Source: an optimization exercise on an open RTL-to-GDS flow (aim: small area). Production flows keep margins and buffers that such runs may drop. Where RTL was checked, it was by simulation tests only, not by an equivalence proof against the original. Function not checked in run 1: the RTL went through the layout flow alone. No activity file was given, so power comes from the tool's default toggle rates.

==> design/flow/design.v <==
module Demosaic_getBayer (
	input  wire       PCLK,
	input  wire       RSTN,
	input  wire       VSYNC,
	input  wire       HSYNC,
	input  wire [7:0] BAYERDATA,
	output wire       CAL_EN,
	output wire [7:0] O_DATA );
reg [8:0] j;
reg [1:0] st;
reg [7:0] o_data;
assign CAL_EN = &st;
assign O_DATA = o_data;
always @(posedge PCLK or negedge RSTN) begin
	if (!RSTN) begin
		o_data <= 0;
		j <= 0;
		st <= 0;
	end
	else if (VSYNC && HSYNC) begin
		o_data <= BAYERDATA;
		j <= j + 1'b1;
		if ((&j) && !(&st))
			st <= st + 1'b1;
	end
	else if (!VSYNC) begin
		j <= 0;
		st <= 0;
	end
	else begin
		o_data <= 0;
	end
end
endmodule
module Demosaic_pre_G_RB (
	input  wire       INCLK,
	input  wire       RSTN,
	input  wire       DATA_EN,
	input  wire       HSYNC,
	input  wire [7:0] DATA1,
	input  wire [7:0] DATA2,
	input  wire [7:0] DATA3,
	input  wire [7:0] DATA4,
	input  wire [7:0] DATA5,
	output wire [8:0] DV,
	output wire [5:0] E2Q,
	output wire [6:0] GS,
	output wire [7:0] HA,
	output wire [7:0] HB,
	output wire [7:0] HC,
	output wire [6:0] H7,
	output wire [7:0] MID,
	output wire       O_EN );
wire en = DATA_EN & HSYNC;
reg [9:0] cntCol;
reg [9:0] cntLine;
reg o_en;
assign O_EN = o_en;
wire c1   = (cntCol == 10'd1);
wire c2   = (cntCol == 10'd2);
wire c3   = (cntCol == 10'd3);
wire c0   = (cntCol == 10'd0);
wire c531 = (cntCol == 10'd531);
wire cend = (cntCol == 10'd532);
always @(posedge INCLK or negedge RSTN) begin
	if (!RSTN) begin
		cntCol <= 0;
		cntLine <= 0;
		o_en <= 0;
	end
	else if (en) begin
		if (cend) begin
			cntCol <= 0;
			cntLine <= (cntLine == 10'd788) ? 10'd0 : cntLine + 1'b1;
			o_en <= 0;
		end
		else begin
			cntCol <= cntCol + 1'b1;
			if (c2) o_en <= 1;
		end
	end
end
wire l01  = (cntLine == 10'd0) || (cntLine == 10'd1);
wire l0   = (cntLine == 10'd0);
wire l787 = (cntLine == 10'd787);
wire l786 = (cntLine == 10'd786);
wire [7:0] s1 = l01 ? DATA5 : DATA1;
wire [7:0] s2 = l0 ? DATA4 : DATA2;
wire [7:0] s4 = l787 ? DATA2 : DATA4;
wire [7:0] s5 = (l787 || l786) ? DATA1 : DATA5;
wire [7:0] tuu = c2 ? DATA1 : s1;
wire [7:0] tup = c2 ? DATA2 : s2;
wire [7:0] tdn = (c1 || c2) ? s4 : DATA4;
wire [7:0] tdd = (c1 || c2) ? s5 : DATA5;
reg [7:0] uu2, up2, dn2, dd2;
reg [7:0] e1_1, e2_1, ud_1;
reg [6:0] gs_1;
reg [8:0] dv_0;
reg [5:0] e2q_0;
reg [6:0] gs_0;
reg [7:0] mid, right, rr;
reg [7:0] ha, hb, hc;
reg [6:0] h7;
wire [7:0] pm = (c2 || c531) ? right : rr;
wire [7:0] gsum = up2 + dn2;
wire [7:0] e2s = e1_1 + e2_1;
wire [7:0] hp = c2 ? mid : right;
wire [7:0] xn = absd(hp, DATA3);
wire [7:0] msum = mid + rr;
always @(posedge INCLK) begin
	if (!en) begin
		uu2 <= 0; up2 <= 0; dn2 <= 0; dd2 <= 0;
		e1_1 <= 0; e2_1 <= 0; ud_1 <= 0; gs_1 <= 0;
		dv_0 <= 0; e2q_0 <= 0; gs_0 <= 0;
		mid <= 0; right <= 0; rr <= 0;
		ha <= 0; hb <= 0; hc <= 0; h7 <= 0;
	end
	else begin
		uu2 <= tuu; up2 <= tup; dn2 <= tdn; dd2 <= tdd;
		e1_1 <= absd(pm, uu2);
		e2_1 <= absd(pm, dd2);
		ud_1 <= absd(up2, dn2);
		gs_1 <= gsum[7:1];
		dv_0 <= {1'b0, ud_1} + {1'b0, e2s};
		e2q_0 <= e2s[7:2];
		gs_0 <= gs_1;
		rr <= DATA3;
		if (c0) mid <= DATA3;
		else if (!(c1 || c2)) mid <= right;
		if (c1) right <= DATA3;
		else if (!c2) right <= rr;
		if (!cend) begin
			ha <= hc;
			hb <= c3 ? xn : ha;
			hc <= xn;
			h7 <= msum[7:1];
		end
	end
end
assign DV = dv_0;
assign E2Q = e2q_0;
assign GS = gs_0;
assign HA = ha;
assign HB = hb;
assign HC = hc;
assign H7 = h7;
assign MID = mid;
function [7:0] absd;
	input [7:0] a;
	input [7:0] b;
	begin
		absd = (a > b) ? a - b : b - a;
	end
endfunction
endmodule
module Demosaic_calG_RB (
	input  wire        INCLK,
	input  wire        RSTN,
	input  wire        IN_EN,
	input  wire [8:0]  DV,
	input  wire [5:0]  E2Q,
	input  wire [6:0]  GS,
	input  wire [7:0]  HA,
	input  wire [7:0]  HB,
	input  wire [7:0]  HC,
	input  wire [6:0]  H7,
	input  wire [7:0]  MID,
	output wire        O_EN,
	output wire [23:0] O_DATA );
localparam is_B = 2'b00, is_G = 2'b01, is_R = 2'b10;
reg [1:0] BGR;
reg [8:0] cntCol;
reg [9:0] cntLine;
wire is_even = |cntLine;
reg [7:0] mid;
reg [7:0] G_temp;
reg G_Ostatus;
reg RGB1;
always @(posedge INCLK or negedge RSTN) begin
	if (!RSTN) begin
		BGR <= is_R;
		cntCol <= 0;
		cntLine <= 0;
		G_temp <= 0;
		G_Ostatus <= 0;
	end
	else if (IN_EN) begin
		case (BGR)
			is_R: begin
				G_Ostatus <= 0;
				BGR <= is_G;
			end
			is_B: begin
				G_Ostatus <= 0;
				BGR <= (&cntCol) ? is_R : is_G;
			end
			default: begin
				G_temp <= mid;
				G_Ostatus <= 1;
				BGR <= is_even ? is_B : is_R;
			end
		endcase
		cntCol <= cntCol + 1'b1;
		if (&cntCol)
			cntLine <= (cntLine == 10'd767) ? 10'd0 : cntLine + 1'b1;
	end
end
always @(posedge INCLK) begin
	if (IN_EN) begin
		mid <= MID;
		if (BGR == is_R) RGB1 <= 1'b1;
		else if (BGR == is_B) RGB1 <= 1'b0;
	end
end
wire [7:0] b2 = HB + HC;
wire [8:0] dH = {1'b0, HA} + {1'b0, b2};
wire hsel = dH > DV;
wire [5:0] opA = hsel ? E2Q : b2[7:2];
wire [6:0] opB = hsel ? H7 : GS;
reg [5:0] A1;
reg [6:0] B1;
reg [7:0] R2, R3, R4;
reg [7:0] G0, G1, G2, G3, Gd;
reg r1, r2, r3;
always @(posedge INCLK) begin
	A1 <= opA; B1 <= opB; R2 <= {2'b0, A1} + {1'b0, B1}; R3 <= R2; R4 <= R3;
	G0 <= G_temp; G1 <= G0; G2 <= G1; G3 <= G2; Gd <= G3;
	r1 <= RGB1; r2 <= r1; r3 <= r2;
end
reg l1, l2, l3, l4, o_en;
reg GO0, GO1, GO2, GO3;
reg m2, m0;
reg [7:0] lane1;
always @(posedge INCLK or negedge RSTN) begin
	if (!RSTN) begin
		l1 <= 0; l2 <= 0; l3 <= 0; l4 <= 0; o_en <= 0;
		GO0 <= 0; GO1 <= 0; GO2 <= 0; GO3 <= 0;
		m2 <= 0; m0 <= 0; lane1 <= 0;
	end
	else begin
		l1 <= IN_EN; l2 <= l1; l3 <= l2; l4 <= l3; o_en <= l4;
		GO0 <= G_Ostatus; GO1 <= GO0; GO2 <= GO1; GO3 <= GO2;
		m0 <= r3 & o_en;
		m2 <= o_en & !r3 & !GO3;
		lane1 <= (o_en & (r3 | !GO3)) ? R4 : (GO3 ? G3 : 8'd0);
	end
end
assign O_EN = o_en;
assign O_DATA = {Gd & {8{m2}}, lane1, Gd & {8{m0}}};
function [7:0] absd;
	input [7:0] a;
	input [7:0] b;
	begin
		absd = (a > b) ? a - b : b - a;
	end
endfunction
endmodule
module demosaic_g_rb_top (
	input  wire        clk,
	input  wire        rstn,
	input  wire        vsync,
	input  wire        hsync,
	input  wire [7:0]  bayer_data,
	output wire [7:0]  lb_wdata,
	input  wire [7:0]  lb_tap1,
	input  wire [7:0]  lb_tap2,
	input  wire [7:0]  lb_tap3,
	input  wire [7:0]  lb_tap4,
	input  wire [7:0]  lb_tap5,
	output wire        o_en,
	output wire [23:0] o_data
);
wire cal_en;
wire pre_en;
wire [8:0] dv;
wire [5:0] e2q;
wire [6:0] gs;
wire [7:0] ha, hb, hc, mid;
wire [6:0] h7;
Demosaic_getBayer getBayer (
	.PCLK(clk), .RSTN(rstn), .VSYNC(vsync), .HSYNC(hsync),
	.BAYERDATA(bayer_data), .CAL_EN(cal_en), .O_DATA(lb_wdata));
Demosaic_pre_G_RB pre (
	.INCLK(clk), .RSTN(rstn), .DATA_EN(cal_en), .HSYNC(hsync),
	.DATA1(lb_tap1), .DATA2(lb_tap2), .DATA3(lb_tap3), .DATA4(lb_tap4), .DATA5(lb_tap5),
	.DV(dv), .E2Q(e2q), .GS(gs),
	.HA(ha), .HB(hb), .HC(hc), .H7(h7), .MID(mid),
	.O_EN(pre_en));
Demosaic_calG_RB calG (
	.INCLK(clk), .RSTN(rstn), .IN_EN(pre_en),
	.DV(dv), .E2Q(e2q), .GS(gs),
	.HA(ha), .HB(hb), .HC(hc), .H7(h7), .MID(mid),
	.O_EN(o_en), .O_DATA(o_data));
endmodule
==> design/flow/run.sh <==
#!/bin/bash
# synth_recipe.tcl (not shown) runs the flow's synth.tcl, then flattens the netlist and writes it again
# the make line also repeats each setting of config.mk as NAME=value (left out here)
make -C /OpenROAD-flow-scripts/flow DESIGN_CONFIG=/design/flow/config.mk WORK_HOME=/design/flow/orfs CLKGATE_MAP_FILE= SYNTH_SCRIPT=/design/flow/synth_recipe.tcl finish
==> design/flow/config.mk <==
export PLATFORM = sky130hd
export DESIGN_NAME = demosaic_g_rb_top
export DESIGN_NICKNAME = demosaic_g_rb_top
export VERILOG_FILES = /design/flow/design.v
export SDC_FILE = /design/flow/constraint.sdc
export NUM_CORES = 4
export LEC_CHECK = 0
export CAP_MARGIN = 20
export CORE_MARGIN = 2
export CORE_UTILIZATION = 40
export PLACE_DENSITY = 0.6
export SLEW_MARGIN = 20
==> design/flow/constraint.sdc <==
create_clock -name core_clock -period 4.5 [get_ports {clk}]
set_input_delay 0.9000 -clock core_clock [delete_from_list [all_inputs] [get_ports {clk}]]
set_output_delay 0.9000 -clock core_clock [all_outputs]
set_load 0.01 [all_outputs]
==> results of run 1 <==
## registers in the layout, indices dropped and copies added (netlist names), 9 cells and up
name and cells:
pre.dv_0 9, calG.cntCol 9, pre.cntCol 10, calG.cntLine 10
pre.cntLine 10, getBayer.j 9
## layout make-up
class / instances / area [µm²] / share of cell area [%]
clock inverters: 15 / 218 / 1.20
clock buffers: 51 / 1030 / 5.65
repair buffers: 94 / 913 / 5.03
well taps: 518 / 648 / 3.57
inverters: 120 / 450 / 2.48
flip-flops and latches: 318 / 6900 / 38.0
multi-input cells: 1088 / 8010 / 44.1
## worst max-delay path by stage
stage	slack, ns	to	startpoint	cells past startpoint
6_report	0.47	pre.e1_1[6]$_SDFF_PN0_	pre.cntCol[5]$_DFFE_PN0P_	13
5_1_grt	0.05	pre.e1_1[7]$_SDFF_PN0_	pre.cntCol[2]$_DFFE_PN0P_	13
4_1_cts	0.34	pre.e2_1[2]$_SDFF_PN0_	pre.cntCol[2]$_DFFE_PN0P_	12
3_5_place_dp	0.37	pre.e2_1[2]$_SDFF_PN0_	pre.cntCol[2]$_DFFE_PN0P_	12
3_3_place_gp	0.53	pre.e2_1[2]$_SDFF_PN0_	pre.cntCol[2]$_DFFE_PN0P_	12
2_1_floorplan	0.57	calG.A1[0]$_DFF_P_	pre.hc[0]$_SDFFE_PN0P_	15
## placed cells by master (no fill, tap or decap), types with 7 or more instances in the layout
cell	n
dfxtp_1	220
ha_1	134
inv_1	120
nor2_1	119
nand2_1	97
a21oi_1	88
dfrtp_1	88
clkdlybuf4s50_1	83
o21ai_0	76
mux2i_1	72
xnor2_1	53
clkbuf_16	36
and2_1	35
mux2_2	33
nand3_1	32
nand4_1	28
nor2b_1	28
and3_1	25
a21o_1	24
nor3_1	24
xor2_1	22
a211oi_1	22
nand2b_1	17
fa_1	15
or3_1	14
a21boi_0	12
buf_4	11
o211ai_1	10
o21bai_1	9
edfxtp_1	9
a22o_1	8
a31oi_1	8
clkbuf_1	8
a221oi_1	7
clkbuf_8	7
## kinds of logic (layout without fill, tap and decap cells)
kind of cell / after synthesis / count (layout) / synth area share (%)
compound gates: 311 / 311 / 12.9
xor+xnor: 75 / 75 / 4.22
fa+ha+maj: 149 / 149 / 12.7
buf+inv: 172 / 280 / 4.45
flops: 318 / 318 / 44.3
mux: 106 / 106 / 7.08
simple gates: 447 / 447 / 14.3
## worst max-delay path, cell delays in order (launching register included)
cell      delay [ns]
dfrtp_1         0.45
nor4_4          0.44
and3_1          0.47
a32oi_4         0.18
mux2_2          0.32
inv_1           0.06
ha_1            0.21
fa_1            0.38
nor2b_1         0.13
o21ai_1         0.12
o211ai_1        0.46
nand2_1         0.27
a31oi_1         0.27
mux2i_1         0.20
## metal layers
metal | up-vias | wire, µm | global-route usage (%)
met4 | 0 | 903 | 5.44
met3 | 60 | 1730 | 3.01
li1 | 5623 | - | -
met2 | 247 | 16200 | 28.8
met1 | 5238 | 15300 | 22.1
met5 | - | 0 | 0
## synthesized netlist by cell type, types with 25 or more instances
library cell / n / share of area, %
clkbuf_1: 35 / 0.84
nand4_1: 28 / 1.1
a21oi_1: 88 / 2.8
dfxtp_1: 220 / 28
nor2_1: 119 / 2.9
nor2b_1: 28 / 1.1
o21ai_0: 76 / 2.4
nand2_1: 98 / 2.4
inv_1: 120 / 2.9
nand3_1: 32 / 1.0
and3_1: 25 / 1.0
ha_1: 134 / 11
mux2_2: 33 / 2.4
and2_1: 36 / 1.4
mux2i_1: 73 / 4.7
xnor2_1: 53 / 3.0
dfrtp_1: 88 / 14
## stage by stage
step	utilization [%]	total power [W]	cell area (µm²)	hold WS (ns)	std cells
2_1_floorplan	-	0.00297	15600	0.310	1578
3_3_place_gp	43.9	0.00306	16900	0.311	2138
3_5_place_dp	43.9	0.00306	16900	0.312	2138
4_1_cts	47.1	0.00613	18200	0.323	2204
5_1_grt	47.1	0.00625	18200	0.326	2204
6_report	47.1	0.00603	18200	0.321	2204
## power by group through the flow
stage               registers (W)  logic (W)  clock network, W
CTS                       0.00285   0.000154           0.00313
floorplan                 0.00291  0.0000559                 0
detailed placement        0.00291   0.000153                 0
finish                    0.00285   0.000150           0.00303
global placement          0.00291   0.000151                 0
global route              0.00285   0.000167           0.00323
## repair_timing
item	CTS	global route
gates resized for setup	0	2
endpoints found under the hold margin	0	0
hold buffers	0	0
endpoints found under the setup margin	0	4
==> summary.md, run 1 <==
| Metric | Value |
|---|---|
| CP Capture Type | register |
| Initial Util | 40.4% |
| Pleak | 8.21 nW |
| Outcome | finished clean |
| Top_reg_cell synth | dfxtp_1 |
| End point of the worst hold path | calG.G2[4]$_DFF_P_ |
| Max_slew headroom | 30.3% |
| CP Launch Type | register |
| TritonCTS clock tree | yes |
| Final #Nets | 1859 |
| Core area | just under 0.04 mm² |
| RSZ-0062 raised after global routing | false |
| Crit-path max FO | 8 |
| Via count | around 11000 |
| Die width | 201 µm |
| Flop pwr share | around 47% |
| Sequential share of the synthesized area | 44.3% |
| Internal | 0.00477 W |
| Crit path time final | 4.03 ns |
| Period Utilization, post-route | 89.6% |
| TritonCTS Sinks | about 320 |
| Worst slew pin tran | 1.05 ns |
| Die area | between 0.04 and 0.05 mm² |
| Gr ovfl total | 0 |
| Reg2Reg Setup Slack | 0.47 ns |
| Area growth, synth to finish | 16.6% |
| GP Congestion | approximately 0.87 |
| Combinational Power Share | 2.5% |
| First-pass GRT wire length | roughly 56 mm |
| Min-Delay Path Class | register to register |
| HP Start | calG.G1[4]$_DFF_P_ |
| Sw frac | 21.0% |
| Residual DRC | 0 |
| Post-Syn Nets | 1779 |
| Num rows | 72 |
| Share of cells above drive strength 1 | 7.00% |
| Final TNS setup | 0 ns |
| Warnings, synthesis | 3 |
| Antenna diode count | 0 |
| Synth cell types | 69 |
| WL per Instance | 15.5 µm |
| I/O pin count | 85 |
| Setup bufs post-CTS | 0 |
| Pre-antenna DRT Iters | 5 |
| Dpl hpwl | about 26 mm |
| Max_cap viols | 0 |
| Data arrival, critical path | about 4.5 ns |
| Yosys reg bits | 318 |
| Peak VDD IR | 0.222 mV |
| ANT nets after route | 0 |
| Routed WL | 34.1 mm |
| Post-synthesis average cell area | 9.87 µm² |
| Final WS setup | roughly 0.47 ns |
| Post-Place Worst Slack | 0.365 ns |
| CTS Root Cell | clkbuf_16 |
| Gr usage total | 17.0% |
| Largest net degree at the start of global routing | 69 |
| Clock share of power | 50.3% |
| Reg-to-Reg Start | pre.cntCol[5]$_DFFE_PN0P_ |
| Worst-path clk slew | 0.06 ns |
| Setup Crit Path Kind | register to register |
| Fraction of registers with async set/reset | 28.0% |
| DR vias/cell | 5.07 |
| EDFF count, synth | 9 |
| Switching pwr | 0.00127 W |
| Initial antenna violation count | 0 |
| Final hold violations | 0 |
| Iteration-0 DRC Markers | 576 |
| Slew Viols, Final | 0 |
| Port bufs | 84 |
| Synth Cell Area | 0.0156 mm² |
| Number of global-route vias before repair | 10900 |
| R2R depth | 13 |
| Worst Hold Depth | 0 |
| Worst skew pair latency | approximately 0.53 ns |
| CTS H-tree lvls | 2 |
| # fillers | about 3600 |
| Worst Path Required | 4.95 ns |
| CTS buffer count | 36 |
| Worst Skew | 0.00908 ns |
| Die height | roughly 200 µm |
| Fmax achieved | roughly 250 MHz |
| Maximum clock path buffer count | 3 |
| RR Endpoint | pre.e1_1[6]$_SDFF_PN0_ |
| Final setup viols | 0 |
| Cells after synthesis | 1578 |
| PwrDens | 332 mW/mm² |
==> run 2, diff against run 1 <==
--- a/design/flow/design.v
+++ b/design/flow/design.v
@@ -247,13 +247,6 @@
 end
 assign O_EN = o_en;
 assign O_DATA = {Gd & {8{m2}}, lane1, Gd & {8{m0}}};
-function [7:0] absd;
-	input [7:0] a;
-	input [7:0] b;
-	begin
-		absd = (a > b) ? a - b : b - a;
-	end
-endfunction
 endmodule
 module demosaic_g_rb_top (
 	input  wire        clk,
==> run 2 against run 1 <==
- sequential share of layout area unchanged
- still clean
- largest cell class unchanged
- highest routed layer unchanged
- final cell count unchanged
- worst hold slack did not move
==> summary.md, run 2 <==
| Metric | Value |
|---|---|
| Antenna diode count | 0 (unchanged) |
| Final TNS setup | 0 ns (unchanged) |
| CTS Root Cell | clkbuf_16 |
| Peak VDD IR | 0.222 mV (unchanged) |
| Setup bufs post-CTS | 0 (unchanged) |
| Simple-gate share of the synthesized area | 14.3% (unchanged) |
| Synth top area share | 28.3% (unchanged) |
| GP Congestion | 0.870 (unchanged) |
| Final hold slack | 0.321 ns (unchanged) |
| Post-Syn Nets | 1779 (unchanged) |
| Complex-gate fraction of the synthesized area | 12.9% (unchanged) |
| Main combinational cell family by area after synthesis | simple AND/OR/NAND/NOR gates |
| Pre-antenna DRT Iters | 5 (unchanged) |
| Most frequent cells in the layout | dfxtp_1 (220), ha_1 (134), inv_1 (120) |
| Reg-to-Reg Start | pre.cntCol[5]$_DFFE_PN0P_ |
| RSZ-0062 raised after global routing | false |
| TritonCTS clock tree | yes |
| Area growth, synth to finish | 16.6% (unchanged) |
| First-pass GRT wire length | 56.2 mm (unchanged) |
| Via count | 11200 (unchanged) |
| Biggest regs | calG.cntLine x10, pre.cntCol x10, pre.cntLine x10 |
| Initial Util | 40.4% (unchanged) |
| Power Total | 0.00603 W (unchanged) |
| PwrDens | 332 mW/mm² (unchanged) |
| CP Capture Type | register |
| Crit path time final | 4.03 ns (unchanged) |
| Sequential share of the synthesized area | 44.3% (unchanged) |
| Slew Viols, Final | 0 (unchanged) |
| Worst Path Required | 4.95 ns (about the same) |
| ANT nets after route | 0 (unchanged) |
| WL per Instance | 15.5 µm (unchanged) |
| Initial antenna violation count | 0 (unchanged) |
| CTS buffer count | 36 (unchanged) |
| Cell taking the most area after synthesis | dfxtp_1 |
| Pleak | 8.21 nW (unchanged) |
| Cells after synthesis | 1578 (unchanged) |
| R2R depth | 13 (unchanged) |
| CTS Hold Bufs | 0 (unchanged) |
| Dpl hpwl | 25.7 mm (unchanged) |
| Die height | 201 µm (unchanged) |
| TritonCTS Sinks | 318 (unchanged) |
| Core area | 0.0386 mm² (unchanged) |
| RR Endpoint | pre.e1_1[6]$_SDFF_PN0_ |
| Synth Cell Area | 0.0156 mm² (unchanged) |
| Crit-path max FO | 8 (unchanged) |
| Reg2Reg Setup Slack | 0.47 ns (about the same) |
| I/O pin count | 85 (unchanged) |
| Worst-path clk slew | 0.06 ns (about the same) |
| Top_reg_cell synth | dfxtp_1 |
| Maximum clock path buffer count | 3 (unchanged) |
| Fraction of registers with async set/reset | 28.0% (unchanged) |
| Iteration-0 DRC Markers | 576 (unchanged) |
| Max_cap viols | 0 (unchanged) |
| CTS H-tree lvls | 2 (unchanged) |
| Number of global-route vias before repair | 10900 (unchanged) |
| Port bufs | 84 (unchanged) |
| HP Start | calG.G1[4]$_DFF_P_ |
| Fmax achieved | 248 MHz (unchanged) |
| Share of cells above drive strength 1 | 7.00% (unchanged) |
| Warnings, synthesis | 3 (unchanged) |
| Leading cell type in the layout, fill and taps excluded | dfxtp_1 |
| Synth Area in Adders | 12.7% (unchanged) |
| Num rows | 72 (unchanged) |
| Yosys reg bits | 318 (unchanged) |
| Min-Delay Path Class | register to register |
| End point of the worst hold path | calG.G2[4]$_DFF_P_ |
| Die area | 0.0405 mm² (unchanged) |
| Final setup viols | 0 (unchanged) |
| CP Launch Type | register |
| Count leader, synth | dfxtp_1 |
| Xor/xnor share of the synthesized area | 4.22% (unchanged) |
| Final #Nets | 1859 (unchanged) |
| Synth area leaders | dfxtp_1 (28%), dfrtp_1 (14%), ha_1 (11%) |
| Final hold violations | 0 (unchanged) |
| Gr ovfl total | 0 (unchanged) |
| Worst slew pin tran | 1.05 ns (unchanged) |
| Outcome | finished clean |
| Period Utilization, post-route | 89.6% (unchanged) |
| Synth cell types | 69 (unchanged) |
| Worst Skew | 0.00908 ns (unchanged) |
| Post-synthesis average cell area | 9.87 µm² (unchanged) |
| DR vias/cell | 5.07 (unchanged) |
| Die width | 201 µm (unchanged) |
| Setup Crit Path Kind | register to register |
| Data arrival, critical path | 4.49 ns (about the same) |
| Largest net degree at the start of global routing | 69 (unchanged) |
| Gr usage total | 17.0% (unchanged) |
| Mux share of post-synthesis cell area | 7.08% (unchanged) |
| Most common library cells after synthesis | dfxtp_1 (220), ha_1 (134), inv_1 (120), nor2_1 (119), nand2_1 (98) |
| Worst Hold Depth | 0 (unchanged) |
| EDFF count, synth | 9 (unchanged) |
| Residual DRC | 0 (unchanged) |
| Worst skew pair latency | 0.53 ns (about the same) |
| Resized Gates After CTS | 0 (unchanged) |
| Routed WL | 34.1 mm (unchanged) |
| Max_slew headroom | 30.3% (unchanged) |
## run 2: how the worst max path moves through the flow
stage / startpoint / endpoint / slack (ns) / depth (start not counted)
floorplan: pre.hc[0]$_SDFFE_PN0P_ / calG.A1[0]$_DFF_P_ / 0.57 / 15
global placement: pre.cntCol[2]$_DFFE_PN0P_ / pre.e2_1[2]$_SDFF_PN0_ / 0.53 / 12
detailed placement: pre.cntCol[2]$_DFFE_PN0P_ / pre.e2_1[2]$_SDFF_PN0_ / 0.37 / 12
CTS: pre.cntCol[2]$_DFFE_PN0P_ / pre.e2_1[2]$_SDFF_PN0_ / 0.34 / 12
global route: pre.cntCol[2]$_DFFE_PN0P_ / pre.e1_1[7]$_SDFF_PN0_ / 0.05 / 13
finish: pre.cntCol[5]$_DFFE_PN0P_ / pre.e1_1[6]$_SDFF_PN0_ / 0.47 / 13
## run 2: cells by family (layout without fill, tap and decap cells)
| logic type | Yosys count | after routing |
|---|---|---|
| adders and majority gates | 149 | 149 |
| AOI/OAI and AO/OA | 311 | 311 |
| xor gates and xnor gates | 75 | 75 |
| buffers and inverters | 172 | 280 |
| DFF | 318 | 318 |
| muxes | 106 | 106 |
| and+or+nand+nor | 447 | 447 |
## run 2: area by class of cell
cell class	instances	area [µm²]
clock buffer	51	1030
timing repair buffer	94	913
clock inverter	15	218
sequential	318	6900
inverter	120	450
multi-input combinational	1088	8010
tap	518	648
fill	3609	20400
## run 2: metal layers
layer / global-route usage [%] / routed length (µm) / vias up
li1: - / - / 5623
met1: 22.1 / 15300 / 5238
met2: 28.8 / 16200 / 247
met3: 3.01 / 1730 / 60
met4: 5.44 / 903 / 0
met5: 0 / 0 / -
## run 2: worst max-delay path: stages, from the launching register on
cell      delay [ns]
dfrtp_1         0.45
nor4_4          0.44
and3_1          0.47
a32oi_4         0.18
mux2_2          0.32
inv_1           0.06
ha_1            0.21
fa_1            0.38
nor2b_1         0.13
o21ai_1         0.12
o211ai_1        0.46
nand2_1         0.27
a31oi_1         0.27
mux2i_1         0.20
## run 2: stage by stage
stage,instance area [µm²],setup WS (ns),std cells,utilization (%)
after global placement,16900,0.534,2138,43.9
after floorplan,15600,0.569,1578,-
after global routing,18200,0.0526,2204,47.1
after detailed placement,16900,0.365,2138,43.9
final,18200,0.468,2204,47.1
after CTS,18200,0.341,2204,47.1
## run 2: where the power goes
| part | internal (W) | switching [W] | total, W |
|---|---|---|---|
| sequential | 0.00285 | 0.00000445 | 0.00285 |
| clock | 0.00185 | 0.00119 | 0.00303 |
| combinational | 0.0000757 | 0.0000747 | 0.000150 |
| total | 0.00477 | 0.00127 | 0.00603 |

==> what the ideal ports hide <==
In the flow no input, the clock included, has a driving cell. The finished layouts below were timed again as built, in two steps.
Step 1, drivers: a clkbuf_16 drives clk and a buf_2 each remaining input, both assumed.
Step 2 moves the port delays by t, midway between the first and last clock arrival at a register: inputs arrive t later, outputs are due t later. That takes back most of the time a late clock gives input paths.
Three values: ideal ports, drivers, drivers and shift; two values: the first two.
| run | t, ns | setup WS [ns] | hold WS [ns] | worst register clock-pin slew, ns |
|---|---|---|---|---|
| run 1 | 0.579 | 0.468 / 0.468 / 0.468 | 0.321 / 0.321 / 0.321 | 0.06 / 0.06 |
| run 2 | 0.579 | 0.468 / 0.468 / 0.468 | 0.321 / 0.321 / 0.321 | 0.06 / 0.06 |
After both steps every run listed still meets setup and hold.
